Context: an optimization exercise on an open-source flow, tuned for small area and a short achievable clock period. The choices shown serve that exercise and are no tape-out recipe. Function was not checked in any run shown here: the RTL went through the layout flow alone. Power figures rest on the tool's default switching activity, not on a simulated workload.

==> flow/design.v, too long to show whole: its modules and the start of the top module <==
// module pipeline_sum: 459 lines
module pipeline_sum (
    input clk,
    input [15:0] a, b,
    output [31:0] r
);
  // ...
==> flow/flow/run.sh <==
#!/bin/bash
set -euo pipefail
MARGIN=25
bash standard.sh SETUP_SLACK_MARGIN=$MARGIN SETUP_MOVE_SEQUENCE=sizeup,swap SKIP_GATE_CLONING=1 \
  "BUFFER_PORTS_ARGS=-buffer_cell sky130_fd_sc_hd__buf_1" finish > make_finish.log 2>&1
==> flow/standard.sh <==
#!/bin/bash
# synth_recipe.tcl (not shown) runs the flow's synth.tcl, then flattens the netlist and writes it again
# the make line also repeats each setting of config.mk as NAME=value (left out here)
make -C /OpenROAD-flow-scripts/flow DESIGN_CONFIG=/design/flow/config.mk WORK_HOME=/design/flow/orfs CLKGATE_MAP_FILE= SYNTH_SCRIPT=/design/flow/synth_recipe.tcl "${@:-finish}"
==> flow/config.mk <==
export PLATFORM = sky130hd
export DESIGN_NAME = pipeline_sum
export DESIGN_NICKNAME = pipeline_sum
export VERILOG_FILES = /design/flow/design.v
export SDC_FILE = /design/flow/constraint.sdc
export NUM_CORES = 4
export LEC_CHECK = 0
export ABC_AREA = 1
export CAP_MARGIN = 20
export CORE_MARGIN = 2
export CORE_UTILIZATION = 55
export SLEW_MARGIN = 20
==> flow/constraint.sdc <==
create_clock -name core_clock -period 36.0 [get_ports {clk}]
set_input_delay 7.2000 -clock core_clock [delete_from_list [all_inputs] [get_ports {clk}]]
set_output_delay 7.2000 -clock core_clock [all_outputs]
set_load 0.01 [all_outputs]
==> summary.txt, run 1 <==
crit path from=bb_c2[0]; share of layout cells above drive strength 1=0.217; Post-Synth XOR/XNOR Area=0.0561; GR Util met2=0.435; first-pass GRT wire length=44100 µm; status=finished clean; Switching Fraction=0.409; Post-synth EDFFs=0; WL met2=13500 µm; multi-input logic area=8720 µm²; I/O pin cnt=65; Top cell by count, worst path=nand2_2; Max Cap Viol=0; Initial Util=0.566; hold path cells=0; sequential cell area share=0.174; syn avg cell area=6.61 µm²; Commonest cells post-synth=nand2_1 (449), inv_1 (238), nand3_1 (178); Leading cell kind=multi-input combinational cells; GR peak layer=met2; Top Layer Used=met4; CP Depth=104; Post-Layout Inst Area=12900 µm²; vias per cell=5.21; synthesis-stage register bit count=111; relative slew slack=0.490; ClkCell Share=0.0242; largest net degree at the start of global routing=35; P_clk=102 µW
==> run 2: changes to the inputs <==
==> flow/design.v (replaced) <==
module pipeline_sum (
    input clk,
    input [15:0] a, b,
    output [31:0] r
);
  wire [0:0] s0_r15_t = a[15:15];
  wire s0_r15_hz = ~(|b[15:1]);
  wire [1:0] s0_r15_bo;
  assign s0_r15_bo[0] = 1'b0;
  wire [0:0] s0_r15_g = ~s0_r15_t & b[0:0];
  wire [0:0] s0_r15_e = ~(s0_r15_t ^ b[0:0]);
  assign s0_r15_bo[1] = s0_r15_g[0] | (s0_r15_e[0] & s0_r15_bo[0]);
  wire s0_r15_q = s0_r15_hz & ~s0_r15_bo[1];
  wire [0:0] s0_r15_d;
  assign s0_r15_d[0] = s0_r15_q ? (s0_r15_t[0] ^ b[0] ^ s0_r15_bo[0]) : s0_r15_t[0];
  wire [15:0] s0_r15_ra = {s0_r15_d, a[14:0]};
  wire [1:0] s0_r14_t = s0_r15_ra[15:14];
  wire s0_r14_hz = ~(|b[15:2]);
  wire [2:0] s0_r14_bo;
  assign s0_r14_bo[0] = 1'b0;
  wire [1:0] s0_r14_g = ~s0_r14_t & b[1:0];
  wire [1:0] s0_r14_e = ~(s0_r14_t ^ b[1:0]);
  assign s0_r14_bo[2] = (s0_r14_g[1] | (s0_r14_e[1] & s0_r14_g[0])) | ((s0_r14_e[1] & s0_r14_e[0]) & s0_r14_bo[0]);
  assign s0_r14_bo[1] = s0_r14_g[0] | (s0_r14_e[0] & s0_r14_bo[0]);
  wire s0_r14_q = s0_r14_hz & ~s0_r14_bo[2];
  wire [1:0] s0_r14_d;
  assign s0_r14_d[0] = s0_r14_q ? (s0_r14_t[0] ^ b[0] ^ s0_r14_bo[0]) : s0_r14_t[0];
  assign s0_r14_d[1] = s0_r14_q ? (s0_r14_t[1] ^ b[1] ^ s0_r14_bo[1]) : s0_r14_t[1];
  wire [15:0] s0_r14_ra = {s0_r14_d, s0_r15_ra[13:0]};
  wire [2:0] s0_r13_t = s0_r14_ra[15:13];
  wire s0_r13_hz = ~(|b[15:3]);
  wire [3:0] s0_r13_bo;
  assign s0_r13_bo[0] = 1'b0;
  wire [2:0] s0_r13_g = ~s0_r13_t & b[2:0];
  wire [2:0] s0_r13_e = ~(s0_r13_t ^ b[2:0]);
  assign s0_r13_bo[3] = ((s0_r13_g[2] | (s0_r13_e[2] & s0_r13_g[1])) | ((s0_r13_e[2] & s0_r13_e[1]) & s0_r13_g[0])) | (((s0_r13_e[2] & s0_r13_e[1]) & s0_r13_e[0]) & s0_r13_bo[0]);
  assign s0_r13_bo[1] = s0_r13_g[0] | (s0_r13_e[0] & s0_r13_bo[0]);
  assign s0_r13_bo[2] = (s0_r13_g[1] | (s0_r13_e[1] & s0_r13_g[0])) | ((s0_r13_e[1] & s0_r13_e[0]) & s0_r13_bo[0]);
  wire s0_r13_q = s0_r13_hz & ~s0_r13_bo[3];
  wire [2:0] s0_r13_d;
  assign s0_r13_d[0] = s0_r13_q ? (s0_r13_t[0] ^ b[0] ^ s0_r13_bo[0]) : s0_r13_t[0];
  assign s0_r13_d[1] = s0_r13_q ? (s0_r13_t[1] ^ b[1] ^ s0_r13_bo[1]) : s0_r13_t[1];
  assign s0_r13_d[2] = s0_r13_q ? (s0_r13_t[2] ^ b[2] ^ s0_r13_bo[2]) : s0_r13_t[2];
  wire [15:0] s0_r13_ra = {s0_r13_d, s0_r14_ra[12:0]};
  reg [15:0] ra_c1;
  reg [15:0] bb_c1;
  reg [2:0] ah_c1;
  reg q15_c1;
  reg q14_c1;
  reg q13_c1;
  always_ff @(posedge clk) begin
    ra_c1 <= s0_r13_ra;
    bb_c1 <= b;
    ah_c1 <= a[15:13];
    q15_c1 <= s0_r15_q;
    q14_c1 <= s0_r14_q;
    q13_c1 <= s0_r13_q;
  end
  wire [3:0] s1_r12_t = ra_c1[15:12];
  wire s1_r12_hz = ~(|bb_c1[15:4]);
  wire [4:0] s1_r12_bo;
  assign s1_r12_bo[0] = 1'b0;
  wire [3:0] s1_r12_g = ~s1_r12_t & bb_c1[3:0];
  wire [3:0] s1_r12_e = ~(s1_r12_t ^ bb_c1[3:0]);
  assign s1_r12_bo[4] = ((s1_r12_g[3] | (s1_r12_e[3] & s1_r12_g[2])) | ((s1_r12_e[3] & s1_r12_e[2]) & (s1_r12_g[1] | (s1_r12_e[1] & s1_r12_g[0])))) | (((s1_r12_e[3] & s1_r12_e[2]) & (s1_r12_e[1] & s1_r12_e[0])) & s1_r12_bo[0]);
  assign s1_r12_bo[1] = s1_r12_g[0] | (s1_r12_e[0] & s1_r12_bo[0]);
  assign s1_r12_bo[2] = (s1_r12_g[1] | (s1_r12_e[1] & s1_r12_g[0])) | ((s1_r12_e[1] & s1_r12_e[0]) & s1_r12_bo[0]);
  assign s1_r12_bo[3] = ((s1_r12_g[2] | (s1_r12_e[2] & s1_r12_g[1])) | ((s1_r12_e[2] & s1_r12_e[1]) & s1_r12_g[0])) | (((s1_r12_e[2] & s1_r12_e[1]) & s1_r12_e[0]) & s1_r12_bo[0]);
  wire s1_r12_q = s1_r12_hz & ~s1_r12_bo[4];
  wire [3:0] s1_r12_d;
  assign s1_r12_d[0] = s1_r12_q ? (s1_r12_t[0] ^ bb_c1[0] ^ s1_r12_bo[0]) : s1_r12_t[0];
  assign s1_r12_d[1] = s1_r12_q ? (s1_r12_t[1] ^ bb_c1[1] ^ s1_r12_bo[1]) : s1_r12_t[1];
  assign s1_r12_d[2] = s1_r12_q ? (s1_r12_t[2] ^ bb_c1[2] ^ s1_r12_bo[2]) : s1_r12_t[2];
  assign s1_r12_d[3] = s1_r12_q ? (s1_r12_t[3] ^ bb_c1[3] ^ s1_r12_bo[3]) : s1_r12_t[3];
  wire [15:0] s1_r12_ra = {s1_r12_d, ra_c1[11:0]};
  wire [4:0] s1_r11_t = s1_r12_ra[15:11];
  wire s1_r11_hz = ~(|bb_c1[15:5]);
  wire [5:0] s1_r11_bo;
  assign s1_r11_bo[0] = 1'b0;
  wire [4:0] s1_r11_g = ~s1_r11_t & bb_c1[4:0];
  wire [4:0] s1_r11_e = ~(s1_r11_t ^ bb_c1[4:0]);
  assign s1_r11_bo[4] = ((s1_r11_g[3] | (s1_r11_e[3] & s1_r11_g[2])) | ((s1_r11_e[3] & s1_r11_e[2]) & (s1_r11_g[1] | (s1_r11_e[1] & s1_r11_g[0])))) | (((s1_r11_e[3] & s1_r11_e[2]) & (s1_r11_e[1] & s1_r11_e[0])) & s1_r11_bo[0]);
  assign s1_r11_bo[1] = s1_r11_g[0] | (s1_r11_e[0] & s1_r11_bo[0]);
  assign s1_r11_bo[2] = (s1_r11_g[1] | (s1_r11_e[1] & s1_r11_g[0])) | ((s1_r11_e[1] & s1_r11_e[0]) & s1_r11_bo[0]);
  assign s1_r11_bo[3] = ((s1_r11_g[2] | (s1_r11_e[2] & s1_r11_g[1])) | ((s1_r11_e[2] & s1_r11_e[1]) & s1_r11_g[0])) | (((s1_r11_e[2] & s1_r11_e[1]) & s1_r11_e[0]) & s1_r11_bo[0]);
  assign s1_r11_bo[5] = s1_r11_g[4] | (s1_r11_e[4] & s1_r11_bo[4]);
  wire s1_r11_q = s1_r11_hz & ~s1_r11_bo[5];
  wire [4:0] s1_r11_d;
  assign s1_r11_d[0] = s1_r11_q ? (s1_r11_t[0] ^ bb_c1[0] ^ s1_r11_bo[0]) : s1_r11_t[0];
  assign s1_r11_d[1] = s1_r11_q ? (s1_r11_t[1] ^ bb_c1[1] ^ s1_r11_bo[1]) : s1_r11_t[1];
  assign s1_r11_d[2] = s1_r11_q ? (s1_r11_t[2] ^ bb_c1[2] ^ s1_r11_bo[2]) : s1_r11_t[2];
  assign s1_r11_d[3] = s1_r11_q ? (s1_r11_t[3] ^ bb_c1[3] ^ s1_r11_bo[3]) : s1_r11_t[3];
  assign s1_r11_d[4] = s1_r11_q ? (s1_r11_t[4] ^ bb_c1[4] ^ s1_r11_bo[4]) : s1_r11_t[4];
  wire [15:0] s1_r11_ra = {s1_r11_d, s1_r12_ra[10:0]};
  wire [5:0] s1_r10_t = s1_r11_ra[15:10];
  wire s1_r10_hz = ~(|bb_c1[15:6]);
  wire [6:0] s1_r10_bo;
  assign s1_r10_bo[0] = 1'b0;
  wire [5:0] s1_r10_g = ~s1_r10_t & bb_c1[5:0];
  wire [5:0] s1_r10_e = ~(s1_r10_t ^ bb_c1[5:0]);
  assign s1_r10_bo[4] = ((s1_r10_g[3] | (s1_r10_e[3] & s1_r10_g[2])) | ((s1_r10_e[3] & s1_r10_e[2]) & (s1_r10_g[1] | (s1_r10_e[1] & s1_r10_g[0])))) | (((s1_r10_e[3] & s1_r10_e[2]) & (s1_r10_e[1] & s1_r10_e[0])) & s1_r10_bo[0]);
  assign s1_r10_bo[1] = s1_r10_g[0] | (s1_r10_e[0] & s1_r10_bo[0]);
  assign s1_r10_bo[2] = (s1_r10_g[1] | (s1_r10_e[1] & s1_r10_g[0])) | ((s1_r10_e[1] & s1_r10_e[0]) & s1_r10_bo[0]);
  assign s1_r10_bo[3] = ((s1_r10_g[2] | (s1_r10_e[2] & s1_r10_g[1])) | ((s1_r10_e[2] & s1_r10_e[1]) & s1_r10_g[0])) | (((s1_r10_e[2] & s1_r10_e[1]) & s1_r10_e[0]) & s1_r10_bo[0]);
  assign s1_r10_bo[6] = (s1_r10_g[5] | (s1_r10_e[5] & s1_r10_g[4])) | ((s1_r10_e[5] & s1_r10_e[4]) & s1_r10_bo[4]);
  assign s1_r10_bo[5] = s1_r10_g[4] | (s1_r10_e[4] & s1_r10_bo[4]);
  wire s1_r10_q = s1_r10_hz & ~s1_r10_bo[6];
  wire [5:0] s1_r10_d;
  assign s1_r10_d[0] = s1_r10_q ? (s1_r10_t[0] ^ bb_c1[0] ^ s1_r10_bo[0]) : s1_r10_t[0];
  assign s1_r10_d[1] = s1_r10_q ? (s1_r10_t[1] ^ bb_c1[1] ^ s1_r10_bo[1]) : s1_r10_t[1];
  assign s1_r10_d[2] = s1_r10_q ? (s1_r10_t[2] ^ bb_c1[2] ^ s1_r10_bo[2]) : s1_r10_t[2];
  assign s1_r10_d[3] = s1_r10_q ? (s1_r10_t[3] ^ bb_c1[3] ^ s1_r10_bo[3]) : s1_r10_t[3];
  assign s1_r10_d[4] = s1_r10_q ? (s1_r10_t[4] ^ bb_c1[4] ^ s1_r10_bo[4]) : s1_r10_t[4];
  assign s1_r10_d[5] = s1_r10_q ? (s1_r10_t[5] ^ bb_c1[5] ^ s1_r10_bo[5]) : s1_r10_t[5];
  wire [15:0] s1_r10_ra = {s1_r10_d, s1_r11_ra[9:0]};
  wire [6:0] s1_r9_t = s1_r10_ra[15:9];
  wire s1_r9_hz = ~(|bb_c1[15:7]);
  wire [7:0] s1_r9_bo;
  assign s1_r9_bo[0] = 1'b0;
  wire [6:0] s1_r9_g = ~s1_r9_t & bb_c1[6:0];
  wire [6:0] s1_r9_e = ~(s1_r9_t ^ bb_c1[6:0]);
  assign s1_r9_bo[4] = ((s1_r9_g[3] | (s1_r9_e[3] & s1_r9_g[2])) | ((s1_r9_e[3] & s1_r9_e[2]) & (s1_r9_g[1] | (s1_r9_e[1] & s1_r9_g[0])))) | (((s1_r9_e[3] & s1_r9_e[2]) & (s1_r9_e[1] & s1_r9_e[0])) & s1_r9_bo[0]);
  assign s1_r9_bo[1] = s1_r9_g[0] | (s1_r9_e[0] & s1_r9_bo[0]);
  assign s1_r9_bo[2] = (s1_r9_g[1] | (s1_r9_e[1] & s1_r9_g[0])) | ((s1_r9_e[1] & s1_r9_e[0]) & s1_r9_bo[0]);
  assign s1_r9_bo[3] = ((s1_r9_g[2] | (s1_r9_e[2] & s1_r9_g[1])) | ((s1_r9_e[2] & s1_r9_e[1]) & s1_r9_g[0])) | (((s1_r9_e[2] & s1_r9_e[1]) & s1_r9_e[0]) & s1_r9_bo[0]);
  assign s1_r9_bo[7] = ((s1_r9_g[6] | (s1_r9_e[6] & s1_r9_g[5])) | ((s1_r9_e[6] & s1_r9_e[5]) & s1_r9_g[4])) | (((s1_r9_e[6] & s1_r9_e[5]) & s1_r9_e[4]) & s1_r9_bo[4]);
  assign s1_r9_bo[5] = s1_r9_g[4] | (s1_r9_e[4] & s1_r9_bo[4]);
  assign s1_r9_bo[6] = (s1_r9_g[5] | (s1_r9_e[5] & s1_r9_g[4])) | ((s1_r9_e[5] & s1_r9_e[4]) & s1_r9_bo[4]);
  wire s1_r9_q = s1_r9_hz & ~s1_r9_bo[7];
  wire [6:0] s1_r9_d;
  assign s1_r9_d[0] = s1_r9_q ? (s1_r9_t[0] ^ bb_c1[0] ^ s1_r9_bo[0]) : s1_r9_t[0];
  assign s1_r9_d[1] = s1_r9_q ? (s1_r9_t[1] ^ bb_c1[1] ^ s1_r9_bo[1]) : s1_r9_t[1];
  assign s1_r9_d[2] = s1_r9_q ? (s1_r9_t[2] ^ bb_c1[2] ^ s1_r9_bo[2]) : s1_r9_t[2];
  assign s1_r9_d[3] = s1_r9_q ? (s1_r9_t[3] ^ bb_c1[3] ^ s1_r9_bo[3]) : s1_r9_t[3];
  assign s1_r9_d[4] = s1_r9_q ? (s1_r9_t[4] ^ bb_c1[4] ^ s1_r9_bo[4]) : s1_r9_t[4];
  assign s1_r9_d[5] = s1_r9_q ? (s1_r9_t[5] ^ bb_c1[5] ^ s1_r9_bo[5]) : s1_r9_t[5];
  assign s1_r9_d[6] = s1_r9_q ? (s1_r9_t[6] ^ bb_c1[6] ^ s1_r9_bo[6]) : s1_r9_t[6];
  wire [15:0] s1_r9_ra = {s1_r9_d, s1_r10_ra[8:0]};
  wire [7:0] s1_r8_t = s1_r9_ra[15:8];
  wire s1_r8_hz = ~(|bb_c1[15:8]);
  wire [8:0] s1_r8_bo;
  assign s1_r8_bo[0] = 1'b0;
  wire [7:0] s1_r8_g = ~s1_r8_t & bb_c1[7:0];
  wire [7:0] s1_r8_e = ~(s1_r8_t ^ bb_c1[7:0]);
  assign s1_r8_bo[4] = ((s1_r8_g[3] | (s1_r8_e[3] & s1_r8_g[2])) | ((s1_r8_e[3] & s1_r8_e[2]) & (s1_r8_g[1] | (s1_r8_e[1] & s1_r8_g[0])))) | (((s1_r8_e[3] & s1_r8_e[2]) & (s1_r8_e[1] & s1_r8_e[0])) & s1_r8_bo[0]);
  assign s1_r8_bo[1] = s1_r8_g[0] | (s1_r8_e[0] & s1_r8_bo[0]);
  assign s1_r8_bo[2] = (s1_r8_g[1] | (s1_r8_e[1] & s1_r8_g[0])) | ((s1_r8_e[1] & s1_r8_e[0]) & s1_r8_bo[0]);
  assign s1_r8_bo[3] = ((s1_r8_g[2] | (s1_r8_e[2] & s1_r8_g[1])) | ((s1_r8_e[2] & s1_r8_e[1]) & s1_r8_g[0])) | (((s1_r8_e[2] & s1_r8_e[1]) & s1_r8_e[0]) & s1_r8_bo[0]);
  assign s1_r8_bo[8] = ((s1_r8_g[7] | (s1_r8_e[7] & s1_r8_g[6])) | ((s1_r8_e[7] & s1_r8_e[6]) & (s1_r8_g[5] | (s1_r8_e[5] & s1_r8_g[4])))) | (((s1_r8_e[7] & s1_r8_e[6]) & (s1_r8_e[5] & s1_r8_e[4])) & s1_r8_bo[4]);
  assign s1_r8_bo[5] = s1_r8_g[4] | (s1_r8_e[4] & s1_r8_bo[4]);
  assign s1_r8_bo[6] = (s1_r8_g[5] | (s1_r8_e[5] & s1_r8_g[4])) | ((s1_r8_e[5] & s1_r8_e[4]) & s1_r8_bo[4]);
  assign s1_r8_bo[7] = ((s1_r8_g[6] | (s1_r8_e[6] & s1_r8_g[5])) | ((s1_r8_e[6] & s1_r8_e[5]) & s1_r8_g[4])) | (((s1_r8_e[6] & s1_r8_e[5]) & s1_r8_e[4]) & s1_r8_bo[4]);
  wire s1_r8_q = s1_r8_hz & ~s1_r8_bo[8];
  wire [7:0] s1_r8_d;
  assign s1_r8_d[0] = s1_r8_q ? (s1_r8_t[0] ^ bb_c1[0] ^ s1_r8_bo[0]) : s1_r8_t[0];
  assign s1_r8_d[1] = s1_r8_q ? (s1_r8_t[1] ^ bb_c1[1] ^ s1_r8_bo[1]) : s1_r8_t[1];
  assign s1_r8_d[2] = s1_r8_q ? (s1_r8_t[2] ^ bb_c1[2] ^ s1_r8_bo[2]) : s1_r8_t[2];
  assign s1_r8_d[3] = s1_r8_q ? (s1_r8_t[3] ^ bb_c1[3] ^ s1_r8_bo[3]) : s1_r8_t[3];
  assign s1_r8_d[4] = s1_r8_q ? (s1_r8_t[4] ^ bb_c1[4] ^ s1_r8_bo[4]) : s1_r8_t[4];
  assign s1_r8_d[5] = s1_r8_q ? (s1_r8_t[5] ^ bb_c1[5] ^ s1_r8_bo[5]) : s1_r8_t[5];
  assign s1_r8_d[6] = s1_r8_q ? (s1_r8_t[6] ^ bb_c1[6] ^ s1_r8_bo[6]) : s1_r8_t[6];
  assign s1_r8_d[7] = s1_r8_q ? (s1_r8_t[7] ^ bb_c1[7] ^ s1_r8_bo[7]) : s1_r8_t[7];
  wire [15:0] s1_r8_ra = {s1_r8_d, s1_r9_ra[7:0]};
  wire [8:0] s1_r7_t = s1_r8_ra[15:7];
  wire s1_r7_hz = ~(|bb_c1[15:9]);
  wire [9:0] s1_r7_bo;
  assign s1_r7_bo[0] = 1'b0;
  wire [8:0] s1_r7_g = ~s1_r7_t & bb_c1[8:0];
  wire [8:0] s1_r7_e = ~(s1_r7_t ^ bb_c1[8:0]);
  assign s1_r7_bo[4] = ((s1_r7_g[3] | (s1_r7_e[3] & s1_r7_g[2])) | ((s1_r7_e[3] & s1_r7_e[2]) & (s1_r7_g[1] | (s1_r7_e[1] & s1_r7_g[0])))) | (((s1_r7_e[3] & s1_r7_e[2]) & (s1_r7_e[1] & s1_r7_e[0])) & s1_r7_bo[0]);
  assign s1_r7_bo[1] = s1_r7_g[0] | (s1_r7_e[0] & s1_r7_bo[0]);
  assign s1_r7_bo[2] = (s1_r7_g[1] | (s1_r7_e[1] & s1_r7_g[0])) | ((s1_r7_e[1] & s1_r7_e[0]) & s1_r7_bo[0]);
  assign s1_r7_bo[3] = ((s1_r7_g[2] | (s1_r7_e[2] & s1_r7_g[1])) | ((s1_r7_e[2] & s1_r7_e[1]) & s1_r7_g[0])) | (((s1_r7_e[2] & s1_r7_e[1]) & s1_r7_e[0]) & s1_r7_bo[0]);
  assign s1_r7_bo[8] = ((s1_r7_g[7] | (s1_r7_e[7] & s1_r7_g[6])) | ((s1_r7_e[7] & s1_r7_e[6]) & (s1_r7_g[5] | (s1_r7_e[5] & s1_r7_g[4])))) | (((s1_r7_e[7] & s1_r7_e[6]) & (s1_r7_e[5] & s1_r7_e[4])) & s1_r7_bo[4]);
  assign s1_r7_bo[5] = s1_r7_g[4] | (s1_r7_e[4] & s1_r7_bo[4]);
  assign s1_r7_bo[6] = (s1_r7_g[5] | (s1_r7_e[5] & s1_r7_g[4])) | ((s1_r7_e[5] & s1_r7_e[4]) & s1_r7_bo[4]);
  assign s1_r7_bo[7] = ((s1_r7_g[6] | (s1_r7_e[6] & s1_r7_g[5])) | ((s1_r7_e[6] & s1_r7_e[5]) & s1_r7_g[4])) | (((s1_r7_e[6] & s1_r7_e[5]) & s1_r7_e[4]) & s1_r7_bo[4]);
  assign s1_r7_bo[9] = s1_r7_g[8] | (s1_r7_e[8] & s1_r7_bo[8]);
  wire s1_r7_q = s1_r7_hz & ~s1_r7_bo[9];
  wire [8:0] s1_r7_d;
  assign s1_r7_d[0] = s1_r7_q ? (s1_r7_t[0] ^ bb_c1[0] ^ s1_r7_bo[0]) : s1_r7_t[0];
  assign s1_r7_d[1] = s1_r7_q ? (s1_r7_t[1] ^ bb_c1[1] ^ s1_r7_bo[1]) : s1_r7_t[1];
  assign s1_r7_d[2] = s1_r7_q ? (s1_r7_t[2] ^ bb_c1[2] ^ s1_r7_bo[2]) : s1_r7_t[2];
  assign s1_r7_d[3] = s1_r7_q ? (s1_r7_t[3] ^ bb_c1[3] ^ s1_r7_bo[3]) : s1_r7_t[3];
  assign s1_r7_d[4] = s1_r7_q ? (s1_r7_t[4] ^ bb_c1[4] ^ s1_r7_bo[4]) : s1_r7_t[4];
  assign s1_r7_d[5] = s1_r7_q ? (s1_r7_t[5] ^ bb_c1[5] ^ s1_r7_bo[5]) : s1_r7_t[5];
  assign s1_r7_d[6] = s1_r7_q ? (s1_r7_t[6] ^ bb_c1[6] ^ s1_r7_bo[6]) : s1_r7_t[6];
  assign s1_r7_d[7] = s1_r7_q ? (s1_r7_t[7] ^ bb_c1[7] ^ s1_r7_bo[7]) : s1_r7_t[7];
  assign s1_r7_d[8] = s1_r7_q ? (s1_r7_t[8] ^ bb_c1[8] ^ s1_r7_bo[8]) : s1_r7_t[8];
  wire [15:0] s1_r7_ra = {s1_r7_d, s1_r8_ra[6:0]};
  wire [9:0] s1_r6_t = s1_r7_ra[15:6];
  wire s1_r6_hz = ~(|bb_c1[15:10]);
  wire [10:0] s1_r6_bo;
  assign s1_r6_bo[0] = 1'b0;
  wire [9:0] s1_r6_g = ~s1_r6_t & bb_c1[9:0];
  wire [9:0] s1_r6_e = ~(s1_r6_t ^ bb_c1[9:0]);
  assign s1_r6_bo[4] = ((s1_r6_g[3] | (s1_r6_e[3] & s1_r6_g[2])) | ((s1_r6_e[3] & s1_r6_e[2]) & (s1_r6_g[1] | (s1_r6_e[1] & s1_r6_g[0])))) | (((s1_r6_e[3] & s1_r6_e[2]) & (s1_r6_e[1] & s1_r6_e[0])) & s1_r6_bo[0]);
  assign s1_r6_bo[1] = s1_r6_g[0] | (s1_r6_e[0] & s1_r6_bo[0]);
  assign s1_r6_bo[2] = (s1_r6_g[1] | (s1_r6_e[1] & s1_r6_g[0])) | ((s1_r6_e[1] & s1_r6_e[0]) & s1_r6_bo[0]);
  assign s1_r6_bo[3] = ((s1_r6_g[2] | (s1_r6_e[2] & s1_r6_g[1])) | ((s1_r6_e[2] & s1_r6_e[1]) & s1_r6_g[0])) | (((s1_r6_e[2] & s1_r6_e[1]) & s1_r6_e[0]) & s1_r6_bo[0]);
  assign s1_r6_bo[8] = ((s1_r6_g[7] | (s1_r6_e[7] & s1_r6_g[6])) | ((s1_r6_e[7] & s1_r6_e[6]) & (s1_r6_g[5] | (s1_r6_e[5] & s1_r6_g[4])))) | (((s1_r6_e[7] & s1_r6_e[6]) & (s1_r6_e[5] & s1_r6_e[4])) & s1_r6_bo[4]);
  assign s1_r6_bo[5] = s1_r6_g[4] | (s1_r6_e[4] & s1_r6_bo[4]);
  assign s1_r6_bo[6] = (s1_r6_g[5] | (s1_r6_e[5] & s1_r6_g[4])) | ((s1_r6_e[5] & s1_r6_e[4]) & s1_r6_bo[4]);
  assign s1_r6_bo[7] = ((s1_r6_g[6] | (s1_r6_e[6] & s1_r6_g[5])) | ((s1_r6_e[6] & s1_r6_e[5]) & s1_r6_g[4])) | (((s1_r6_e[6] & s1_r6_e[5]) & s1_r6_e[4]) & s1_r6_bo[4]);
  assign s1_r6_bo[10] = (s1_r6_g[9] | (s1_r6_e[9] & s1_r6_g[8])) | ((s1_r6_e[9] & s1_r6_e[8]) & s1_r6_bo[8]);
  assign s1_r6_bo[9] = s1_r6_g[8] | (s1_r6_e[8] & s1_r6_bo[8]);
  wire s1_r6_q = s1_r6_hz & ~s1_r6_bo[10];
  wire [9:0] s1_r6_d;
  assign s1_r6_d[0] = s1_r6_q ? (s1_r6_t[0] ^ bb_c1[0] ^ s1_r6_bo[0]) : s1_r6_t[0];
  assign s1_r6_d[1] = s1_r6_q ? (s1_r6_t[1] ^ bb_c1[1] ^ s1_r6_bo[1]) : s1_r6_t[1];
  assign s1_r6_d[2] = s1_r6_q ? (s1_r6_t[2] ^ bb_c1[2] ^ s1_r6_bo[2]) : s1_r6_t[2];
  assign s1_r6_d[3] = s1_r6_q ? (s1_r6_t[3] ^ bb_c1[3] ^ s1_r6_bo[3]) : s1_r6_t[3];
  assign s1_r6_d[4] = s1_r6_q ? (s1_r6_t[4] ^ bb_c1[4] ^ s1_r6_bo[4]) : s1_r6_t[4];
  assign s1_r6_d[5] = s1_r6_q ? (s1_r6_t[5] ^ bb_c1[5] ^ s1_r6_bo[5]) : s1_r6_t[5];
  assign s1_r6_d[6] = s1_r6_q ? (s1_r6_t[6] ^ bb_c1[6] ^ s1_r6_bo[6]) : s1_r6_t[6];
  assign s1_r6_d[7] = s1_r6_q ? (s1_r6_t[7] ^ bb_c1[7] ^ s1_r6_bo[7]) : s1_r6_t[7];
  assign s1_r6_d[8] = s1_r6_q ? (s1_r6_t[8] ^ bb_c1[8] ^ s1_r6_bo[8]) : s1_r6_t[8];
  assign s1_r6_d[9] = s1_r6_q ? (s1_r6_t[9] ^ bb_c1[9] ^ s1_r6_bo[9]) : s1_r6_t[9];
  wire [15:0] s1_r6_ra = {s1_r6_d, s1_r7_ra[5:0]};
  wire [10:0] s1_r5_t = s1_r6_ra[15:5];
  wire s1_r5_hz = ~(|bb_c1[15:11]);
  wire [11:0] s1_r5_bo;
  assign s1_r5_bo[0] = 1'b0;
  wire [10:0] s1_r5_g = ~s1_r5_t & bb_c1[10:0];
  wire [10:0] s1_r5_e = ~(s1_r5_t ^ bb_c1[10:0]);
  assign s1_r5_bo[4] = ((s1_r5_g[3] | (s1_r5_e[3] & s1_r5_g[2])) | ((s1_r5_e[3] & s1_r5_e[2]) & (s1_r5_g[1] | (s1_r5_e[1] & s1_r5_g[0])))) | (((s1_r5_e[3] & s1_r5_e[2]) & (s1_r5_e[1] & s1_r5_e[0])) & s1_r5_bo[0]);
  assign s1_r5_bo[1] = s1_r5_g[0] | (s1_r5_e[0] & s1_r5_bo[0]);
  assign s1_r5_bo[2] = (s1_r5_g[1] | (s1_r5_e[1] & s1_r5_g[0])) | ((s1_r5_e[1] & s1_r5_e[0]) & s1_r5_bo[0]);
  assign s1_r5_bo[3] = ((s1_r5_g[2] | (s1_r5_e[2] & s1_r5_g[1])) | ((s1_r5_e[2] & s1_r5_e[1]) & s1_r5_g[0])) | (((s1_r5_e[2] & s1_r5_e[1]) & s1_r5_e[0]) & s1_r5_bo[0]);
  assign s1_r5_bo[8] = ((s1_r5_g[7] | (s1_r5_e[7] & s1_r5_g[6])) | ((s1_r5_e[7] & s1_r5_e[6]) & (s1_r5_g[5] | (s1_r5_e[5] & s1_r5_g[4])))) | (((s1_r5_e[7] & s1_r5_e[6]) & (s1_r5_e[5] & s1_r5_e[4])) & s1_r5_bo[4]);
  assign s1_r5_bo[5] = s1_r5_g[4] | (s1_r5_e[4] & s1_r5_bo[4]);
  assign s1_r5_bo[6] = (s1_r5_g[5] | (s1_r5_e[5] & s1_r5_g[4])) | ((s1_r5_e[5] & s1_r5_e[4]) & s1_r5_bo[4]);
  assign s1_r5_bo[7] = ((s1_r5_g[6] | (s1_r5_e[6] & s1_r5_g[5])) | ((s1_r5_e[6] & s1_r5_e[5]) & s1_r5_g[4])) | (((s1_r5_e[6] & s1_r5_e[5]) & s1_r5_e[4]) & s1_r5_bo[4]);
  assign s1_r5_bo[11] = ((s1_r5_g[10] | (s1_r5_e[10] & s1_r5_g[9])) | ((s1_r5_e[10] & s1_r5_e[9]) & s1_r5_g[8])) | (((s1_r5_e[10] & s1_r5_e[9]) & s1_r5_e[8]) & s1_r5_bo[8]);
  assign s1_r5_bo[9] = s1_r5_g[8] | (s1_r5_e[8] & s1_r5_bo[8]);
  assign s1_r5_bo[10] = (s1_r5_g[9] | (s1_r5_e[9] & s1_r5_g[8])) | ((s1_r5_e[9] & s1_r5_e[8]) & s1_r5_bo[8]);
  wire s1_r5_q = s1_r5_hz & ~s1_r5_bo[11];
  wire [10:0] s1_r5_d;
  assign s1_r5_d[0] = s1_r5_q ? (s1_r5_t[0] ^ bb_c1[0] ^ s1_r5_bo[0]) : s1_r5_t[0];
  assign s1_r5_d[1] = s1_r5_q ? (s1_r5_t[1] ^ bb_c1[1] ^ s1_r5_bo[1]) : s1_r5_t[1];
  assign s1_r5_d[2] = s1_r5_q ? (s1_r5_t[2] ^ bb_c1[2] ^ s1_r5_bo[2]) : s1_r5_t[2];
  assign s1_r5_d[3] = s1_r5_q ? (s1_r5_t[3] ^ bb_c1[3] ^ s1_r5_bo[3]) : s1_r5_t[3];
  assign s1_r5_d[4] = s1_r5_q ? (s1_r5_t[4] ^ bb_c1[4] ^ s1_r5_bo[4]) : s1_r5_t[4];
  assign s1_r5_d[5] = s1_r5_q ? (s1_r5_t[5] ^ bb_c1[5] ^ s1_r5_bo[5]) : s1_r5_t[5];
  assign s1_r5_d[6] = s1_r5_q ? (s1_r5_t[6] ^ bb_c1[6] ^ s1_r5_bo[6]) : s1_r5_t[6];
  assign s1_r5_d[7] = s1_r5_q ? (s1_r5_t[7] ^ bb_c1[7] ^ s1_r5_bo[7]) : s1_r5_t[7];
  assign s1_r5_d[8] = s1_r5_q ? (s1_r5_t[8] ^ bb_c1[8] ^ s1_r5_bo[8]) : s1_r5_t[8];
  assign s1_r5_d[9] = s1_r5_q ? (s1_r5_t[9] ^ bb_c1[9] ^ s1_r5_bo[9]) : s1_r5_t[9];
  assign s1_r5_d[10] = s1_r5_q ? (s1_r5_t[10] ^ bb_c1[10] ^ s1_r5_bo[10]) : s1_r5_t[10];
  wire [15:0] s1_r5_ra = {s1_r5_d, s1_r6_ra[4:0]};
  reg [15:0] ra_c2;
  reg [15:0] bb_c2;
  reg [10:0] ah_c2;
  reg q15_c2;
  reg q14_c2;
  reg q13_c2;
  reg q12_c2;
  reg q11_c2;
  reg q10_c2;
  reg q9_c2;
  reg q8_c2;
  reg q7_c2;
  reg q6_c2;
  reg q5_c2;
  always_ff @(posedge clk) begin
    ra_c2 <= s1_r5_ra;
    bb_c2 <= bb_c1;
    ah_c2 <= {ah_c1, ra_c1[12:5]};
    q15_c2 <= q15_c1;
    q14_c2 <= q14_c1;
    q13_c2 <= q13_c1;
    q12_c2 <= s1_r12_q;
    q11_c2 <= s1_r11_q;
    q10_c2 <= s1_r10_q;
    q9_c2 <= s1_r9_q;
    q8_c2 <= s1_r8_q;
    q7_c2 <= s1_r7_q;
    q6_c2 <= s1_r6_q;
    q5_c2 <= s1_r5_q;
  end
  wire [15:0] xa = {ah_c2, ra_c2[4:0]};
  wire [15:0] sh = (bb_c2[15:4] == 12'd0) ? (xa << bb_c2[3:0]) : 16'd0;
  wire [17:0] xs = {2'b0, xa | bb_c2} + {2'b0, xa ^ bb_c2} + {2'b0, sh};
  wire [17:0] ym2 = xs + {1'b0, 1'b0, q15_c2, q14_c2, q13_c2, q12_c2, q11_c2, q10_c2, q9_c2, q8_c2, q7_c2, q6_c2, q5_c2, 1'b0, 1'b0, 1'b0, 1'b0, 1'b0};
  wire [11:0] s2_r4_t = ra_c2[15:4];
  wire s2_r4_hz = ~(|bb_c2[15:12]);
  wire [12:0] s2_r4_bo;
  assign s2_r4_bo[0] = 1'b0;
  wire [11:0] s2_r4_g = ~s2_r4_t & bb_c2[11:0];
  wire [11:0] s2_r4_e = ~(s2_r4_t ^ bb_c2[11:0]);
  assign s2_r4_bo[4] = ((s2_r4_g[3] | (s2_r4_e[3] & s2_r4_g[2])) | ((s2_r4_e[3] & s2_r4_e[2]) & (s2_r4_g[1] | (s2_r4_e[1] & s2_r4_g[0])))) | (((s2_r4_e[3] & s2_r4_e[2]) & (s2_r4_e[1] & s2_r4_e[0])) & s2_r4_bo[0]);
  assign s2_r4_bo[1] = s2_r4_g[0] | (s2_r4_e[0] & s2_r4_bo[0]);
  assign s2_r4_bo[2] = (s2_r4_g[1] | (s2_r4_e[1] & s2_r4_g[0])) | ((s2_r4_e[1] & s2_r4_e[0]) & s2_r4_bo[0]);
  assign s2_r4_bo[3] = ((s2_r4_g[2] | (s2_r4_e[2] & s2_r4_g[1])) | ((s2_r4_e[2] & s2_r4_e[1]) & s2_r4_g[0])) | (((s2_r4_e[2] & s2_r4_e[1]) & s2_r4_e[0]) & s2_r4_bo[0]);
  assign s2_r4_bo[8] = ((s2_r4_g[7] | (s2_r4_e[7] & s2_r4_g[6])) | ((s2_r4_e[7] & s2_r4_e[6]) & (s2_r4_g[5] | (s2_r4_e[5] & s2_r4_g[4])))) | (((s2_r4_e[7] & s2_r4_e[6]) & (s2_r4_e[5] & s2_r4_e[4])) & s2_r4_bo[4]);
  assign s2_r4_bo[5] = s2_r4_g[4] | (s2_r4_e[4] & s2_r4_bo[4]);
  assign s2_r4_bo[6] = (s2_r4_g[5] | (s2_r4_e[5] & s2_r4_g[4])) | ((s2_r4_e[5] & s2_r4_e[4]) & s2_r4_bo[4]);
  assign s2_r4_bo[7] = ((s2_r4_g[6] | (s2_r4_e[6] & s2_r4_g[5])) | ((s2_r4_e[6] & s2_r4_e[5]) & s2_r4_g[4])) | (((s2_r4_e[6] & s2_r4_e[5]) & s2_r4_e[4]) & s2_r4_bo[4]);
  assign s2_r4_bo[12] = ((s2_r4_g[11] | (s2_r4_e[11] & s2_r4_g[10])) | ((s2_r4_e[11] & s2_r4_e[10]) & (s2_r4_g[9] | (s2_r4_e[9] & s2_r4_g[8])))) | (((s2_r4_e[11] & s2_r4_e[10]) & (s2_r4_e[9] & s2_r4_e[8])) & s2_r4_bo[8]);
  assign s2_r4_bo[9] = s2_r4_g[8] | (s2_r4_e[8] & s2_r4_bo[8]);
  assign s2_r4_bo[10] = (s2_r4_g[9] | (s2_r4_e[9] & s2_r4_g[8])) | ((s2_r4_e[9] & s2_r4_e[8]) & s2_r4_bo[8]);
  assign s2_r4_bo[11] = ((s2_r4_g[10] | (s2_r4_e[10] & s2_r4_g[9])) | ((s2_r4_e[10] & s2_r4_e[9]) & s2_r4_g[8])) | (((s2_r4_e[10] & s2_r4_e[9]) & s2_r4_e[8]) & s2_r4_bo[8]);
  wire s2_r4_q = s2_r4_hz & ~s2_r4_bo[12];
  wire [11:0] s2_r4_d;
  assign s2_r4_d[0] = s2_r4_q ? (s2_r4_t[0] ^ bb_c2[0] ^ s2_r4_bo[0]) : s2_r4_t[0];
  assign s2_r4_d[1] = s2_r4_q ? (s2_r4_t[1] ^ bb_c2[1] ^ s2_r4_bo[1]) : s2_r4_t[1];
  assign s2_r4_d[2] = s2_r4_q ? (s2_r4_t[2] ^ bb_c2[2] ^ s2_r4_bo[2]) : s2_r4_t[2];
  assign s2_r4_d[3] = s2_r4_q ? (s2_r4_t[3] ^ bb_c2[3] ^ s2_r4_bo[3]) : s2_r4_t[3];
  assign s2_r4_d[4] = s2_r4_q ? (s2_r4_t[4] ^ bb_c2[4] ^ s2_r4_bo[4]) : s2_r4_t[4];
  assign s2_r4_d[5] = s2_r4_q ? (s2_r4_t[5] ^ bb_c2[5] ^ s2_r4_bo[5]) : s2_r4_t[5];
  assign s2_r4_d[6] = s2_r4_q ? (s2_r4_t[6] ^ bb_c2[6] ^ s2_r4_bo[6]) : s2_r4_t[6];
  assign s2_r4_d[7] = s2_r4_q ? (s2_r4_t[7] ^ bb_c2[7] ^ s2_r4_bo[7]) : s2_r4_t[7];
  assign s2_r4_d[8] = s2_r4_q ? (s2_r4_t[8] ^ bb_c2[8] ^ s2_r4_bo[8]) : s2_r4_t[8];
  assign s2_r4_d[9] = s2_r4_q ? (s2_r4_t[9] ^ bb_c2[9] ^ s2_r4_bo[9]) : s2_r4_t[9];
  assign s2_r4_d[10] = s2_r4_q ? (s2_r4_t[10] ^ bb_c2[10] ^ s2_r4_bo[10]) : s2_r4_t[10];
  assign s2_r4_d[11] = s2_r4_q ? (s2_r4_t[11] ^ bb_c2[11] ^ s2_r4_bo[11]) : s2_r4_t[11];
  wire [15:0] s2_r4_ra = {s2_r4_d, ra_c2[3:0]};
  wire [12:0] s2_r3_t = s2_r4_ra[15:3];
  wire s2_r3_hz = ~(|bb_c2[15:13]);
  wire [13:0] s2_r3_bo;
  assign s2_r3_bo[0] = 1'b0;
  wire [12:0] s2_r3_g = ~s2_r3_t & bb_c2[12:0];
  wire [12:0] s2_r3_e = ~(s2_r3_t ^ bb_c2[12:0]);
  assign s2_r3_bo[4] = ((s2_r3_g[3] | (s2_r3_e[3] & s2_r3_g[2])) | ((s2_r3_e[3] & s2_r3_e[2]) & (s2_r3_g[1] | (s2_r3_e[1] & s2_r3_g[0])))) | (((s2_r3_e[3] & s2_r3_e[2]) & (s2_r3_e[1] & s2_r3_e[0])) & s2_r3_bo[0]);
  assign s2_r3_bo[1] = s2_r3_g[0] | (s2_r3_e[0] & s2_r3_bo[0]);
  assign s2_r3_bo[2] = (s2_r3_g[1] | (s2_r3_e[1] & s2_r3_g[0])) | ((s2_r3_e[1] & s2_r3_e[0]) & s2_r3_bo[0]);
  assign s2_r3_bo[3] = ((s2_r3_g[2] | (s2_r3_e[2] & s2_r3_g[1])) | ((s2_r3_e[2] & s2_r3_e[1]) & s2_r3_g[0])) | (((s2_r3_e[2] & s2_r3_e[1]) & s2_r3_e[0]) & s2_r3_bo[0]);
  assign s2_r3_bo[8] = ((s2_r3_g[7] | (s2_r3_e[7] & s2_r3_g[6])) | ((s2_r3_e[7] & s2_r3_e[6]) & (s2_r3_g[5] | (s2_r3_e[5] & s2_r3_g[4])))) | (((s2_r3_e[7] & s2_r3_e[6]) & (s2_r3_e[5] & s2_r3_e[4])) & s2_r3_bo[4]);
  assign s2_r3_bo[5] = s2_r3_g[4] | (s2_r3_e[4] & s2_r3_bo[4]);
  assign s2_r3_bo[6] = (s2_r3_g[5] | (s2_r3_e[5] & s2_r3_g[4])) | ((s2_r3_e[5] & s2_r3_e[4]) & s2_r3_bo[4]);
  assign s2_r3_bo[7] = ((s2_r3_g[6] | (s2_r3_e[6] & s2_r3_g[5])) | ((s2_r3_e[6] & s2_r3_e[5]) & s2_r3_g[4])) | (((s2_r3_e[6] & s2_r3_e[5]) & s2_r3_e[4]) & s2_r3_bo[4]);
  assign s2_r3_bo[12] = ((s2_r3_g[11] | (s2_r3_e[11] & s2_r3_g[10])) | ((s2_r3_e[11] & s2_r3_e[10]) & (s2_r3_g[9] | (s2_r3_e[9] & s2_r3_g[8])))) | (((s2_r3_e[11] & s2_r3_e[10]) & (s2_r3_e[9] & s2_r3_e[8])) & s2_r3_bo[8]);
  assign s2_r3_bo[9] = s2_r3_g[8] | (s2_r3_e[8] & s2_r3_bo[8]);
  assign s2_r3_bo[10] = (s2_r3_g[9] | (s2_r3_e[9] & s2_r3_g[8])) | ((s2_r3_e[9] & s2_r3_e[8]) & s2_r3_bo[8]);
  assign s2_r3_bo[11] = ((s2_r3_g[10] | (s2_r3_e[10] & s2_r3_g[9])) | ((s2_r3_e[10] & s2_r3_e[9]) & s2_r3_g[8])) | (((s2_r3_e[10] & s2_r3_e[9]) & s2_r3_e[8]) & s2_r3_bo[8]);
  assign s2_r3_bo[13] = s2_r3_g[12] | (s2_r3_e[12] & s2_r3_bo[12]);
  wire s2_r3_q = s2_r3_hz & ~s2_r3_bo[13];
  wire [12:0] s2_r3_d;
  assign s2_r3_d[0] = s2_r3_q ? (s2_r3_t[0] ^ bb_c2[0] ^ s2_r3_bo[0]) : s2_r3_t[0];
  assign s2_r3_d[1] = s2_r3_q ? (s2_r3_t[1] ^ bb_c2[1] ^ s2_r3_bo[1]) : s2_r3_t[1];
  assign s2_r3_d[2] = s2_r3_q ? (s2_r3_t[2] ^ bb_c2[2] ^ s2_r3_bo[2]) : s2_r3_t[2];
  assign s2_r3_d[3] = s2_r3_q ? (s2_r3_t[3] ^ bb_c2[3] ^ s2_r3_bo[3]) : s2_r3_t[3];
  assign s2_r3_d[4] = s2_r3_q ? (s2_r3_t[4] ^ bb_c2[4] ^ s2_r3_bo[4]) : s2_r3_t[4];
  assign s2_r3_d[5] = s2_r3_q ? (s2_r3_t[5] ^ bb_c2[5] ^ s2_r3_bo[5]) : s2_r3_t[5];
  assign s2_r3_d[6] = s2_r3_q ? (s2_r3_t[6] ^ bb_c2[6] ^ s2_r3_bo[6]) : s2_r3_t[6];
  assign s2_r3_d[7] = s2_r3_q ? (s2_r3_t[7] ^ bb_c2[7] ^ s2_r3_bo[7]) : s2_r3_t[7];
  assign s2_r3_d[8] = s2_r3_q ? (s2_r3_t[8] ^ bb_c2[8] ^ s2_r3_bo[8]) : s2_r3_t[8];
  assign s2_r3_d[9] = s2_r3_q ? (s2_r3_t[9] ^ bb_c2[9] ^ s2_r3_bo[9]) : s2_r3_t[9];
  assign s2_r3_d[10] = s2_r3_q ? (s2_r3_t[10] ^ bb_c2[10] ^ s2_r3_bo[10]) : s2_r3_t[10];
  assign s2_r3_d[11] = s2_r3_q ? (s2_r3_t[11] ^ bb_c2[11] ^ s2_r3_bo[11]) : s2_r3_t[11];
  assign s2_r3_d[12] = s2_r3_q ? (s2_r3_t[12] ^ bb_c2[12] ^ s2_r3_bo[12]) : s2_r3_t[12];
  wire [15:0] s2_r3_ra = {s2_r3_d, s2_r4_ra[2:0]};
  wire [13:0] s2_r2_t = s2_r3_ra[15:2];
  wire s2_r2_hz = ~(|bb_c2[15:14]);
  wire [14:0] s2_r2_bo;
  assign s2_r2_bo[0] = 1'b0;
  wire [13:0] s2_r2_g = ~s2_r2_t & bb_c2[13:0];
  wire [13:0] s2_r2_e = ~(s2_r2_t ^ bb_c2[13:0]);
  assign s2_r2_bo[4] = ((s2_r2_g[3] | (s2_r2_e[3] & s2_r2_g[2])) | ((s2_r2_e[3] & s2_r2_e[2]) & (s2_r2_g[1] | (s2_r2_e[1] & s2_r2_g[0])))) | (((s2_r2_e[3] & s2_r2_e[2]) & (s2_r2_e[1] & s2_r2_e[0])) & s2_r2_bo[0]);
  assign s2_r2_bo[1] = s2_r2_g[0] | (s2_r2_e[0] & s2_r2_bo[0]);
  assign s2_r2_bo[2] = (s2_r2_g[1] | (s2_r2_e[1] & s2_r2_g[0])) | ((s2_r2_e[1] & s2_r2_e[0]) & s2_r2_bo[0]);
  assign s2_r2_bo[3] = ((s2_r2_g[2] | (s2_r2_e[2] & s2_r2_g[1])) | ((s2_r2_e[2] & s2_r2_e[1]) & s2_r2_g[0])) | (((s2_r2_e[2] & s2_r2_e[1]) & s2_r2_e[0]) & s2_r2_bo[0]);
  assign s2_r2_bo[8] = ((s2_r2_g[7] | (s2_r2_e[7] & s2_r2_g[6])) | ((s2_r2_e[7] & s2_r2_e[6]) & (s2_r2_g[5] | (s2_r2_e[5] & s2_r2_g[4])))) | (((s2_r2_e[7] & s2_r2_e[6]) & (s2_r2_e[5] & s2_r2_e[4])) & s2_r2_bo[4]);
  assign s2_r2_bo[5] = s2_r2_g[4] | (s2_r2_e[4] & s2_r2_bo[4]);
  assign s2_r2_bo[6] = (s2_r2_g[5] | (s2_r2_e[5] & s2_r2_g[4])) | ((s2_r2_e[5] & s2_r2_e[4]) & s2_r2_bo[4]);
  assign s2_r2_bo[7] = ((s2_r2_g[6] | (s2_r2_e[6] & s2_r2_g[5])) | ((s2_r2_e[6] & s2_r2_e[5]) & s2_r2_g[4])) | (((s2_r2_e[6] & s2_r2_e[5]) & s2_r2_e[4]) & s2_r2_bo[4]);
  assign s2_r2_bo[12] = ((s2_r2_g[11] | (s2_r2_e[11] & s2_r2_g[10])) | ((s2_r2_e[11] & s2_r2_e[10]) & (s2_r2_g[9] | (s2_r2_e[9] & s2_r2_g[8])))) | (((s2_r2_e[11] & s2_r2_e[10]) & (s2_r2_e[9] & s2_r2_e[8])) & s2_r2_bo[8]);
  assign s2_r2_bo[9] = s2_r2_g[8] | (s2_r2_e[8] & s2_r2_bo[8]);
  assign s2_r2_bo[10] = (s2_r2_g[9] | (s2_r2_e[9] & s2_r2_g[8])) | ((s2_r2_e[9] & s2_r2_e[8]) & s2_r2_bo[8]);
  assign s2_r2_bo[11] = ((s2_r2_g[10] | (s2_r2_e[10] & s2_r2_g[9])) | ((s2_r2_e[10] & s2_r2_e[9]) & s2_r2_g[8])) | (((s2_r2_e[10] & s2_r2_e[9]) & s2_r2_e[8]) & s2_r2_bo[8]);
  assign s2_r2_bo[14] = (s2_r2_g[13] | (s2_r2_e[13] & s2_r2_g[12])) | ((s2_r2_e[13] & s2_r2_e[12]) & s2_r2_bo[12]);
  assign s2_r2_bo[13] = s2_r2_g[12] | (s2_r2_e[12] & s2_r2_bo[12]);
  wire s2_r2_q = s2_r2_hz & ~s2_r2_bo[14];
  wire [13:0] s2_r2_d;
  assign s2_r2_d[0] = s2_r2_q ? (s2_r2_t[0] ^ bb_c2[0] ^ s2_r2_bo[0]) : s2_r2_t[0];
  assign s2_r2_d[1] = s2_r2_q ? (s2_r2_t[1] ^ bb_c2[1] ^ s2_r2_bo[1]) : s2_r2_t[1];
  assign s2_r2_d[2] = s2_r2_q ? (s2_r2_t[2] ^ bb_c2[2] ^ s2_r2_bo[2]) : s2_r2_t[2];
  assign s2_r2_d[3] = s2_r2_q ? (s2_r2_t[3] ^ bb_c2[3] ^ s2_r2_bo[3]) : s2_r2_t[3];
  assign s2_r2_d[4] = s2_r2_q ? (s2_r2_t[4] ^ bb_c2[4] ^ s2_r2_bo[4]) : s2_r2_t[4];
  assign s2_r2_d[5] = s2_r2_q ? (s2_r2_t[5] ^ bb_c2[5] ^ s2_r2_bo[5]) : s2_r2_t[5];
  assign s2_r2_d[6] = s2_r2_q ? (s2_r2_t[6] ^ bb_c2[6] ^ s2_r2_bo[6]) : s2_r2_t[6];
  assign s2_r2_d[7] = s2_r2_q ? (s2_r2_t[7] ^ bb_c2[7] ^ s2_r2_bo[7]) : s2_r2_t[7];
  assign s2_r2_d[8] = s2_r2_q ? (s2_r2_t[8] ^ bb_c2[8] ^ s2_r2_bo[8]) : s2_r2_t[8];
  assign s2_r2_d[9] = s2_r2_q ? (s2_r2_t[9] ^ bb_c2[9] ^ s2_r2_bo[9]) : s2_r2_t[9];
  assign s2_r2_d[10] = s2_r2_q ? (s2_r2_t[10] ^ bb_c2[10] ^ s2_r2_bo[10]) : s2_r2_t[10];
  assign s2_r2_d[11] = s2_r2_q ? (s2_r2_t[11] ^ bb_c2[11] ^ s2_r2_bo[11]) : s2_r2_t[11];
  assign s2_r2_d[12] = s2_r2_q ? (s2_r2_t[12] ^ bb_c2[12] ^ s2_r2_bo[12]) : s2_r2_t[12];
  assign s2_r2_d[13] = s2_r2_q ? (s2_r2_t[13] ^ bb_c2[13] ^ s2_r2_bo[13]) : s2_r2_t[13];
  wire [15:0] s2_r2_ra = {s2_r2_d, s2_r3_ra[1:0]};
  wire [15:0] s2_x4_t = s2_r2_ra;
  wire [17:0] s2_x4_b1 = {2'b0, bb_c2};
  wire [17:0] s2_x4_b2 = {1'b0, bb_c2, 1'b0};
  wire [17:0] s2_x4_b3 = s2_x4_b1 + s2_x4_b2;
  wire [16:0] s2_x4_c1;
  assign s2_x4_c1[0] = 1'b0;
  assign s2_x4_c1[1] = (s2_x4_t[0] ^ s2_x4_b1[0]) ? s2_x4_b1[0] : s2_x4_c1[0];
  assign s2_x4_c1[2] = (s2_x4_t[1] ^ s2_x4_b1[1]) ? s2_x4_b1[1] : s2_x4_c1[1];
  assign s2_x4_c1[3] = (s2_x4_t[2] ^ s2_x4_b1[2]) ? s2_x4_b1[2] : s2_x4_c1[2];
  assign s2_x4_c1[4] = (s2_x4_t[3] ^ s2_x4_b1[3]) ? s2_x4_b1[3] : s2_x4_c1[3];
  assign s2_x4_c1[5] = (s2_x4_t[4] ^ s2_x4_b1[4]) ? s2_x4_b1[4] : s2_x4_c1[4];
  assign s2_x4_c1[6] = (s2_x4_t[5] ^ s2_x4_b1[5]) ? s2_x4_b1[5] : s2_x4_c1[5];
  assign s2_x4_c1[7] = (s2_x4_t[6] ^ s2_x4_b1[6]) ? s2_x4_b1[6] : s2_x4_c1[6];
  assign s2_x4_c1[8] = (s2_x4_t[7] ^ s2_x4_b1[7]) ? s2_x4_b1[7] : s2_x4_c1[7];
  assign s2_x4_c1[9] = (s2_x4_t[8] ^ s2_x4_b1[8]) ? s2_x4_b1[8] : s2_x4_c1[8];
  assign s2_x4_c1[10] = (s2_x4_t[9] ^ s2_x4_b1[9]) ? s2_x4_b1[9] : s2_x4_c1[9];
  assign s2_x4_c1[11] = (s2_x4_t[10] ^ s2_x4_b1[10]) ? s2_x4_b1[10] : s2_x4_c1[10];
  assign s2_x4_c1[12] = (s2_x4_t[11] ^ s2_x4_b1[11]) ? s2_x4_b1[11] : s2_x4_c1[11];
  assign s2_x4_c1[13] = (s2_x4_t[12] ^ s2_x4_b1[12]) ? s2_x4_b1[12] : s2_x4_c1[12];
  assign s2_x4_c1[14] = (s2_x4_t[13] ^ s2_x4_b1[13]) ? s2_x4_b1[13] : s2_x4_c1[13];
  assign s2_x4_c1[15] = (s2_x4_t[14] ^ s2_x4_b1[14]) ? s2_x4_b1[14] : s2_x4_c1[14];
  assign s2_x4_c1[16] = (s2_x4_t[15] ^ s2_x4_b1[15]) ? s2_x4_b1[15] : s2_x4_c1[15];
  wire s2_x4_ge1 = ~(|s2_x4_b1[17:16]) & ~s2_x4_c1[16];
  wire [16:0] s2_x4_c2;
  assign s2_x4_c2[0] = 1'b0;
  assign s2_x4_c2[1] = (s2_x4_t[0] ^ s2_x4_b2[0]) ? s2_x4_b2[0] : s2_x4_c2[0];
  assign s2_x4_c2[2] = (s2_x4_t[1] ^ s2_x4_b2[1]) ? s2_x4_b2[1] : s2_x4_c2[1];
  assign s2_x4_c2[3] = (s2_x4_t[2] ^ s2_x4_b2[2]) ? s2_x4_b2[2] : s2_x4_c2[2];
  assign s2_x4_c2[4] = (s2_x4_t[3] ^ s2_x4_b2[3]) ? s2_x4_b2[3] : s2_x4_c2[3];
  assign s2_x4_c2[5] = (s2_x4_t[4] ^ s2_x4_b2[4]) ? s2_x4_b2[4] : s2_x4_c2[4];
  assign s2_x4_c2[6] = (s2_x4_t[5] ^ s2_x4_b2[5]) ? s2_x4_b2[5] : s2_x4_c2[5];
  assign s2_x4_c2[7] = (s2_x4_t[6] ^ s2_x4_b2[6]) ? s2_x4_b2[6] : s2_x4_c2[6];
  assign s2_x4_c2[8] = (s2_x4_t[7] ^ s2_x4_b2[7]) ? s2_x4_b2[7] : s2_x4_c2[7];
  assign s2_x4_c2[9] = (s2_x4_t[8] ^ s2_x4_b2[8]) ? s2_x4_b2[8] : s2_x4_c2[8];
  assign s2_x4_c2[10] = (s2_x4_t[9] ^ s2_x4_b2[9]) ? s2_x4_b2[9] : s2_x4_c2[9];
  assign s2_x4_c2[11] = (s2_x4_t[10] ^ s2_x4_b2[10]) ? s2_x4_b2[10] : s2_x4_c2[10];
  assign s2_x4_c2[12] = (s2_x4_t[11] ^ s2_x4_b2[11]) ? s2_x4_b2[11] : s2_x4_c2[11];
  assign s2_x4_c2[13] = (s2_x4_t[12] ^ s2_x4_b2[12]) ? s2_x4_b2[12] : s2_x4_c2[12];
  assign s2_x4_c2[14] = (s2_x4_t[13] ^ s2_x4_b2[13]) ? s2_x4_b2[13] : s2_x4_c2[13];
  assign s2_x4_c2[15] = (s2_x4_t[14] ^ s2_x4_b2[14]) ? s2_x4_b2[14] : s2_x4_c2[14];
  assign s2_x4_c2[16] = (s2_x4_t[15] ^ s2_x4_b2[15]) ? s2_x4_b2[15] : s2_x4_c2[15];
  wire s2_x4_ge2 = ~(|s2_x4_b2[17:16]) & ~s2_x4_c2[16];
  wire [16:0] s2_x4_c3;
  assign s2_x4_c3[0] = 1'b0;
  assign s2_x4_c3[1] = (s2_x4_t[0] ^ s2_x4_b3[0]) ? s2_x4_b3[0] : s2_x4_c3[0];
  assign s2_x4_c3[2] = (s2_x4_t[1] ^ s2_x4_b3[1]) ? s2_x4_b3[1] : s2_x4_c3[1];
  assign s2_x4_c3[3] = (s2_x4_t[2] ^ s2_x4_b3[2]) ? s2_x4_b3[2] : s2_x4_c3[2];
  assign s2_x4_c3[4] = (s2_x4_t[3] ^ s2_x4_b3[3]) ? s2_x4_b3[3] : s2_x4_c3[3];
  assign s2_x4_c3[5] = (s2_x4_t[4] ^ s2_x4_b3[4]) ? s2_x4_b3[4] : s2_x4_c3[4];
  assign s2_x4_c3[6] = (s2_x4_t[5] ^ s2_x4_b3[5]) ? s2_x4_b3[5] : s2_x4_c3[5];
  assign s2_x4_c3[7] = (s2_x4_t[6] ^ s2_x4_b3[6]) ? s2_x4_b3[6] : s2_x4_c3[6];
  assign s2_x4_c3[8] = (s2_x4_t[7] ^ s2_x4_b3[7]) ? s2_x4_b3[7] : s2_x4_c3[7];
  assign s2_x4_c3[9] = (s2_x4_t[8] ^ s2_x4_b3[8]) ? s2_x4_b3[8] : s2_x4_c3[8];
  assign s2_x4_c3[10] = (s2_x4_t[9] ^ s2_x4_b3[9]) ? s2_x4_b3[9] : s2_x4_c3[9];
  assign s2_x4_c3[11] = (s2_x4_t[10] ^ s2_x4_b3[10]) ? s2_x4_b3[10] : s2_x4_c3[10];
  assign s2_x4_c3[12] = (s2_x4_t[11] ^ s2_x4_b3[11]) ? s2_x4_b3[11] : s2_x4_c3[11];
  assign s2_x4_c3[13] = (s2_x4_t[12] ^ s2_x4_b3[12]) ? s2_x4_b3[12] : s2_x4_c3[12];
  assign s2_x4_c3[14] = (s2_x4_t[13] ^ s2_x4_b3[13]) ? s2_x4_b3[13] : s2_x4_c3[13];
  assign s2_x4_c3[15] = (s2_x4_t[14] ^ s2_x4_b3[14]) ? s2_x4_b3[14] : s2_x4_c3[14];
  assign s2_x4_c3[16] = (s2_x4_t[15] ^ s2_x4_b3[15]) ? s2_x4_b3[15] : s2_x4_c3[15];
  wire s2_x4_ge3 = ~(|s2_x4_b3[17:16]) & ~s2_x4_c3[16];
  wire s2_x4_q1 = s2_x4_ge2;
  wire s2_x4_q0 = s2_x4_q1 ? s2_x4_ge3 : s2_x4_ge1;
  wire [6:0] ml = {1'b0, ym2[5:0]} + {1'b0, 1'b0, s2_r4_q, s2_r3_q, s2_r2_q, 1'b0, 1'b0};
  wire lc1 = ml[0] & s2_x4_q0;
  wire lc2 = (ml[1] & s2_x4_q1) | ((ml[1] | s2_x4_q1) & lc1);
  wire [6:0] lo7;
  assign lo7[0] = ml[0] ^ s2_x4_q0;
  assign lo7[1] = ml[1] ^ s2_x4_q1 ^ lc1;
  assign lo7[2] = ml[2] ^ (lc2 & (1'b1));
  assign lo7[3] = ml[3] ^ (lc2 & (&ml[2:2]));
  assign lo7[4] = ml[4] ^ (lc2 & (&ml[3:2]));
  assign lo7[5] = ml[5] ^ (lc2 & (&ml[4:2]));
  assign lo7[6] = ml[6] ^ (lc2 & (&ml[5:2]));
  wire [11:0] h0 = ym2[17:6];
  reg [6:0] lo_c3;
  reg [11:0] hi_c3;
  always_ff @(posedge clk) begin
    lo_c3 <= lo7;
    hi_c3 <= h0;
  end
  wire [11:0] hs = hi_c3 + {11'd0, lo_c3[6]};
  assign r = {14'd0, hs, lo_c3[5:0]};
endmodule
==> flow/flow/run.sh (replaced) <==
#!/bin/bash
set -euo pipefail
MARGIN=25.5
PLAT="$FLOW_HOME/platforms/sky130hd/config.mk"
BASE=$(sed -n '/^export DONT_USE_CELLS += /,/^#/p' "$PLAT" | grep -o 'sky130_fd_sc_hd__[a-z0-9_]*' | tr '\n' ' ')
EXTRA=""
for c in maj3_1 maj3_2 maj3_4 fa_1 fa_2 fa_4 fah_1 fahcin_1 fahcon_1 ha_1 ha_2 ha_4; do
  EXTRA="$EXTRA sky130_fd_sc_hd__$c"
done
bash standard.sh SETUP_SLACK_MARGIN=$MARGIN SETUP_MOVE_SEQUENCE=sizeup,swap SKIP_GATE_CLONING=1 \
  "BUFFER_PORTS_ARGS=-buffer_cell sky130_fd_sc_hd__buf_1" \
  "DONT_USE_CELLS=$BASE$EXTRA" finish > make_finish.log 2>&1
==> summary.txt, run 2 <==
ANT nets after route=0 (unchanged); area leader, netlist=nand2_1 (was dfxtp_1); setup repair bufs after CTS=0 (unchanged); die height=153 µm (was 146 µm); top-count cell post-synth=nand2_1 (unchanged); relative slew slack=0.418 (was 0.490); n_diodes=0 (unchanged); most frequent cells in the layout=nand2_1 (728), inv_1 (282), nor2_1 (221), nand3_1 (219), dfxtp_1 (110) (was nand2_1 (336), inv_1 (227), nand3_1 (149), nand2_2 (110), dfxtp_1 (98)); max incr delay on CP=360 ps (was 440 ps); WL met2=15500 µm (was 13500 µm); WL met1=15100 µm (was 13100 µm); Gate power share=0.404 (was 0.421); Post-synth EDFFs=0 (unchanged); share of layout cells above drive strength 1=0.0813 (was 0.217); Initial Util=0.561 (was 0.566); status=finished clean (unchanged); initial antenna violation count=0 (unchanged); Top Layer Used=met4 (unchanged); Peak VDD IR=0.0255 mV (was 0.0233 mV); sequential power share=0.345 (was 0.346); gr ovfl total=0 (unchanged); largest net degree at the start of global routing=28 (was 35); synthesis-stage register bit count=111 (unchanged); syn avg cell area=5.59 µm² (was 6.61 µm²); CTS root buffer=clkbuf_16 (unchanged); Critical-path top delay cell=dfxtp_1 (was fa_2); Top cell by count, worst path=nand2_1 (was nand2_2); Post-CTS Hold Buffers=0 (unchanged); vias per cell=5.16 (was 5.21); FP Rows=54 (was 51); I/O pin cnt=65 (unchanged); Util after Layout=0.586 (was 0.660); CTS tree=yes (unchanged); Clock Skew=14.5 ps (was 7.71 ps); Final Hold Fails=0 (unchanged); met3 WL post-DR=1280 µm (was 1230 µm); Max Cap Viol=0 (unchanged); post-synth top area share=0.223 (was 0.201); Critical Path Fanout Max=4 (was 34); clock tree buffer depth=2 (unchanged); Switching Fraction=0.404 (was 0.409); Synth Flop Type=dfxtp_1 (unchanged); Setup crit end kind=primary output (was flop); Commonest cells post-synth=nand2_1 (728), inv_1 (282), nor2_1 (221) (was nand2_1 (449), inv_1 (238), nand3_1 (178)); worst skew pair latency=360 ps (was 370 ps); Yosys Warn Count=1 (unchanged); Critical Path AT=2650 ps (was 10790 ps); total track usage=0.282 (was 0.256); first-pass GRT wire length=55000 µm (was 44100 µm)
[run 2: cell types whose count changed after synthesis, moves of 13 or more]
cell     previous run  this run
fa_1               30         0
ha_1               82         0
inv_1             238       282
nand2_1           449       728
nand3_1           178       219
nor2_1             52       221
o21ai_0           100        87
o22ai_1             5        24
or2_2              35        17
xnor2_1            22        44
xor2_1             49        91
[run 2: power by group through the flow]
stage | sequential, mW | combinational [mW] | clock [mW]
2_1_floorplan | 0.145 | 0.148 | 0
3_3_place_gp | 0.153 | 0.173 | 0
3_5_place_dp | 0.153 | 0.175 | 0
4_1_cts | 0.151 | 0.176 | 0.112
5_1_grt | 0.152 | 0.202 | 0.116
6_report | 0.150 | 0.176 | 0.110
[run 2: repair_timing]
| action | CTS | global route |
|---|---|---|
| endpoints found under the setup margin | 0 | 5 |
| endpoints found under the hold margin | 0 | 0 |
| resized for setup | 0 | 1 |
[run 2: routing by layer]
metal,vias up,track usage
li1,6871,-
met1,5660,0.364
met2,282,0.489
met3,61,0.0264
met4,0,0.103
met5,-,0
[run 2: logic make-up (layout without fill, tap and decap cells)]
kind of cell,Yosys count,count (layout),share of synthesized area
and+or+nand+nor,1327,1327,0.474
buffers and inverters,386,392,0.132
AOI/OAI and AO/OA,230,230,0.112
xor gates and xnor gates,135,135,0.0964
DFF,111,111,0.181
muxes,5,5,0.00408
other,1,14,0.000306
[run 2: path summary, 6_finish.rpt]
path         startpoint        end  slack [ps]  depth (start not counted)
max            lo_c3[6]      r[17]       26150                         14
min              q14_c1     q14_c2         330                          0
max reg2reg    bb_c1[3]  ra_c2[15]       26810                         67
min reg2reg      q14_c1     q14_c2         330                          0
[run 2: final cells by class]
class,count,area (µm²),share of cell area
Clock buffer,9,225,0.0176
Tap cell,280,350,0.0273
Timing Repair Buffer,55,225,0.0176
Clock inverter,7,103,0.00800
Multi-Input combinational cell,1711,8480,0.661
Inverter,321,1220,0.0955
Sequential cell,111,2220,0.173
[run 2: critical path: cells and delay by family, from the launching register on]
family                    cells  cell delay, ps
DFF                           1             360
buffers and inverters         4             380
xor gates and xnor gates      1             140
and+or+nand+nor               9            1400
[run 2: stage by stage]
step / area, µm² / hold slack, ps / worst slack [ps] / instances
global placement: 12500 / 311 / 26400 / 2478
CTS: 12800 / 328 / 26120 / 2494
global route: 12800 / 334 / 25680 / 2494
floorplan: 12300 / 310 / 26940 / 2208
detailed placement: 12500 / 312 / 26360 / 2478
finish: 12800 / 328 / 26150 / 2494

==> afterwards: timing with drivers on the ports <==
The flow's constraints put no driver on any port. The routed layouts listed below were extracted and timed again, unchanged, in two steps. Step 1 sets driving cells, clkbuf_16 on the clock port and buf_2 on the other inputs (assumed; they add their load-dependent delay and slew). Step 2 times the ports against the registers' clock, not the clock port: input delays grow and output delays shrink by t, the midpoint of the rising clock arrivals with the driver on. Slacks: ideal ports / drivers / drivers and shift; pairs: ideal ports / drivers.
run	t, ns	slack for setup (ns)
run 1	0.406	25.465 / 25.465 / 25.443
run 2	0.395	26.151 / 26.111 / 26.427
After both steps setup and hold are still met in every run listed.
